This is an optimization exercise on Yosys and OpenROAD, whose aim is a short achievable clock period and few clock cycles, not a production implementation.
The RTL was checked by simulation tests, not by an equivalence proof against the original design.

Setup of old:
Design ARM, start of the top module:
module ARM(input clk,rst,
           output [31:0] imem_addr,
           input [31:0] imem_rdata,
           output [31:0] dmem_addr,dmem_wdata,
           output dmem_we,
           input [31:0] dmem_rdata);
export LEC_CHECK = 0
export ABC_CLOCK_PERIOD_IN_PS = 2000
export CAP_MARGIN = 20
export CORE_MARGIN = 2
export CORE_UTILIZATION = 40
export PLACE_DENSITY = 0.6
export SLEW_MARGIN = 20
export SYNTH_HIERARCHICAL = 1
export SYNTH_MINIMUM_KEEP_SIZE = 0
create_clock -name core_clock -period 12.0 [get_ports {clk}]
standard.sh (not shown) runs the stock make flow with config.mk's settings and CLKGATE_MAP_FILE= SYNTH_SCRIPT=/design/flow/synth_recipe.tcl, a recipe that flattens the netlist after the stock synthesis.
==> flow/flow/run.sh <==
#!/bin/bash
# The standard layout (the standard.sh: unchanged synthesis, same clock and
# constraints). ORFS's timing repair is asked to leave a larger setup slack, and
# the port buffers are buf_4 cells instead of the default delay buffers.
set -euo pipefail
bash standard.sh SETUP_SLACK_MARGIN=8.5 "BUFFER_PORTS_ARGS=-buffer_cell sky130_fd_sc_hd__buf_4" finish > standard_flow.log 2>&1
Testbench counts of old, summed over its fixed seeds: cycles 22,227.
Relative to old, the following input files were edited for new:
--- a/flow/design.v
+++ b/flow/design.v
@@ -133,38 +133,33 @@
   reg [3:0]  flags;                  
   reg [31:0] w_res;                  
   reg [3:0]  w_rd;
   reg        w_wr;
   reg [31:0] rf [0:14];
   assign imem_addr=pc_o;
   assign dmem_addr=m_addr;
   assign dmem_wdata=m_wdata;
   assign dmem_we=m_we;
-  wire [15:0] f_pass;
-  genvar gc;
-  generate for(gc=0;gc<16;gc=gc+1) begin : g_pass
-    assign f_pass[gc]=cpass(gc,flags);
-  end endgenerate
   reg  e_pass;                       
   wire e_wr=e_valid&e_wb&e_pass&(e_rd!=4'd15);
   wire e_sf=e_valid&e_setf&e_pass;
   wire [31:0] e_final,a_next,b_next,sdata;
   wire        nf,zf,cf,vf,pass_next,we_next;
   wire        eq_next=(e_a=={~e_b[30:0],1'b0});
   wire        st_ok;
   EStage e_stage(.A(e_a),.B(e_b),.cin(e_cin),.arith(e_arith),.sub(e_sub),.mov(e_mov),
                  .and_(e_and),.orr(e_orr),.eor(e_eor),.ld(e_ld),.c_old(flags[1]),.v_old(flags[0]),
                  .rdata(dmem_rdata),.dep_a(dep_n),.dep_b(fwd_b),.inv_b(inv_b),.dep_d(dep_d),
                  .rv_n(rv_n),.op2(op2),.rv_d(rv_d),.sets(e_sf),.flags(flags),.next_cond(d_cond),
                  .res_out(e_final),.a_next(a_next),.b_next(b_next),.sdata(sdata),
                  .st_ok(st_ok),
                  .nf(nf),.zf(zf),.cf(cf),.vf(vf),.next_pass(pass_next),.we_next(we_next));
-  wire e_ftaken=(e_fcond==4'd14)|(e_sf ? (e_zpre^e_fcond[0]) : f_pass[e_fcond]);
+  wire e_ftaken=(e_fcond==4'd14)|(e_sf ? (e_zpre^e_fcond[0]) : cpass(e_fcond,flags));
   wire e_mispred=e_valid&((e_br&(e_pass!=e_guess))|(e_fold&(e_ftaken!=e_fpred)));
   wire [3:0]  d_cond=d_ir[31:28];
   wire [1:0]  d_mode=d_ir[27:26];
   wire        d_I=d_ir[25];
   wire [3:0]  d_opc=d_ir[24:21];
   wire        d_S=d_ir[20];
   wire [3:0]  d_rn=d_ir[19:16];
   wire [3:0]  d_rd=d_ir[15:12];
   wire [11:0] d_opnd=d_ir[11:0];
@@ -221,19 +216,19 @@
   AddC #(20) a_inc(.a(a_hi),.b(20'd0),.ci(1'b1),.s(a_hi_p),.co(a_unused0));
   AddC #(20) a_dec(.a(a_hi),.b(20'hfffff),.ci(1'b0),.s(a_hi_m),.co(a_unused1));
   wire [19:0] a_top;
   CSel #(20) a_sel(.s(d_opnd[11]),.c(a_lo[12]),.x(a_hi),.p(a_hi_p),.m(a_hi_m),.y(a_top));
   wire [31:0] addr={a_top,a_lo[11:0]};
   wire [31:0] d_tgt;
   wire        d_unused;
   AddC #(32) d_add(.a(d_pc4),.b({{6{d_ir[23]}},d_ir[23:0],2'b00}),.ci(1'b0),.s(d_tgt),.co(d_unused));
   wire d_br=d_valid&d_bpend;
-  wire d_take=f_pass[d_cond];
+  wire d_take=cpass(d_cond,flags);
   wire d_zcond=(d_cond[3:1]==3'd0);
   wire d_known=!e_sf|(d_zcond&e_zok);
   wire d_take_k=e_sf ? (e_zpre^d_cond[0]) : d_take;
   wire d_want=d_known ? d_take_k : d_guess;
   wire d_redirect_b=d_br&((d_want!=d_guess)|(d_long&d_want));
   wire d_fk=d_fal|!d_setf|(d_fz&z_ok);
   wire d_unfold=d_valid&d_fold&!d_fk&!stall;
   wire d_redirect=d_redirect_b|d_unfold;
   wire [31:0] d_newpc=(d_want&!d_unfold) ? d_tgt : d_pc4;
@@ -255,18 +250,23 @@
   wire        z_ok=d_zstatic&!(d_auses&d_mt_n&e_pass)&!(d_rmop&d_mt_m&e_pass);
   wire [31:0] pc4;
   wire        pc4_unused;
   AddC #(30) pc_inc(.a(pc[31:2]),.b(30'd0),.ci(1'b1),.s(pc4[31:2]),.co(pc4_unused));
   assign pc4[1:0]=pc[1:0];
   wire [3:0]  f_cond=imem_rdata[31:28];
   wire        f_isbr=(imem_rdata[27:26]==2'b10);
   wire        d_sf=d_valid&dp_setf;
   wire        f_known=(f_cond==4'd14)|(f_cond==4'd15)|!(d_sf|e_sf);
+  wire [15:0] f_pass;
+  genvar gc;
+  generate for(gc=0;gc<16;gc=gc+1) begin : g_pass
+    assign f_pass[gc]=cpass(gc,flags);
+  end endgenerate
   wire        f_ok=!e_mispred&!d_redirect&!stall&!rst;
   wire [3:0]  f_hitv;
   assign f_hitv[0]=btb_v[0]&(btb_tag[0]==pc);
   assign f_hitv[1]=btb_v[1]&(btb_tag[1]==pc);
   assign f_hitv[2]=btb_v[2]&(btb_tag[2]==pc);
   assign f_hitv[3]=btb_v[3]&(btb_tag[3]==pc);
   wire        f_hit=|f_hitv;
   wire [31:0] f_btgt=({32{f_hitv[0]}}&btb_tgt[0])|({32{f_hitv[1]}}&btb_tgt[1])|
                      ({32{f_hitv[2]}}&btb_tgt[2])|({32{f_hitv[3]}}&btb_tgt[3]);
Results
Hold slack: new > old. Compared with old, new shows final weighted congestion in routability-driven placement that has gone up by a few percent. Summary of new over old: total of cells resized after clock tree synthesis picked up an extra 4.6%, global-route met1 utilization shows an increase of 2.5 points, area enclosed by the die boundary was more or less identical, sequential share of layout area saw an increase.
Testbench counts of new, summed over its fixed seeds: cycles 22,227.

what the ideal ports hide:
Ports are ideal in the flow. The routed layouts listed here were re-timed in OpenROAD. Step 1 (the two cells are an assumption about what drives the block):
set clk [get_ports {clk}]
set_driving_cell -lib_cell sky130_fd_sc_hd__clkbuf_16 $clk
set_driving_cell -lib_cell sky130_fd_sc_hd__buf_2 [delete_from_list [all_inputs] $clk]
Step 2 times the ports against the registers' clock, not the clock port: input delays grow and output delays shrink by t, the midpoint of the rising clock arrivals with the driver on. Slacks: ideal / step 1 / step 2; pairs: ideal / step 1.
| run | t (ns) | setup slack, ns | worst setup path at the end | worst data-port slew with drivers (ns) |
|---|---|---|---|---|
| old | 0.923 | 8.063 / 8.063 / 7.408 | input to register | 0.24 |
| new | 0.959 | 8.077 / 8.077 / 7.307 | input to register | 0.32 |
After both steps every run listed still meets setup and hold. The setup slack of new, which loses most, moves by 0.000 ns with the drivers and by -0.770 ns with both steps.
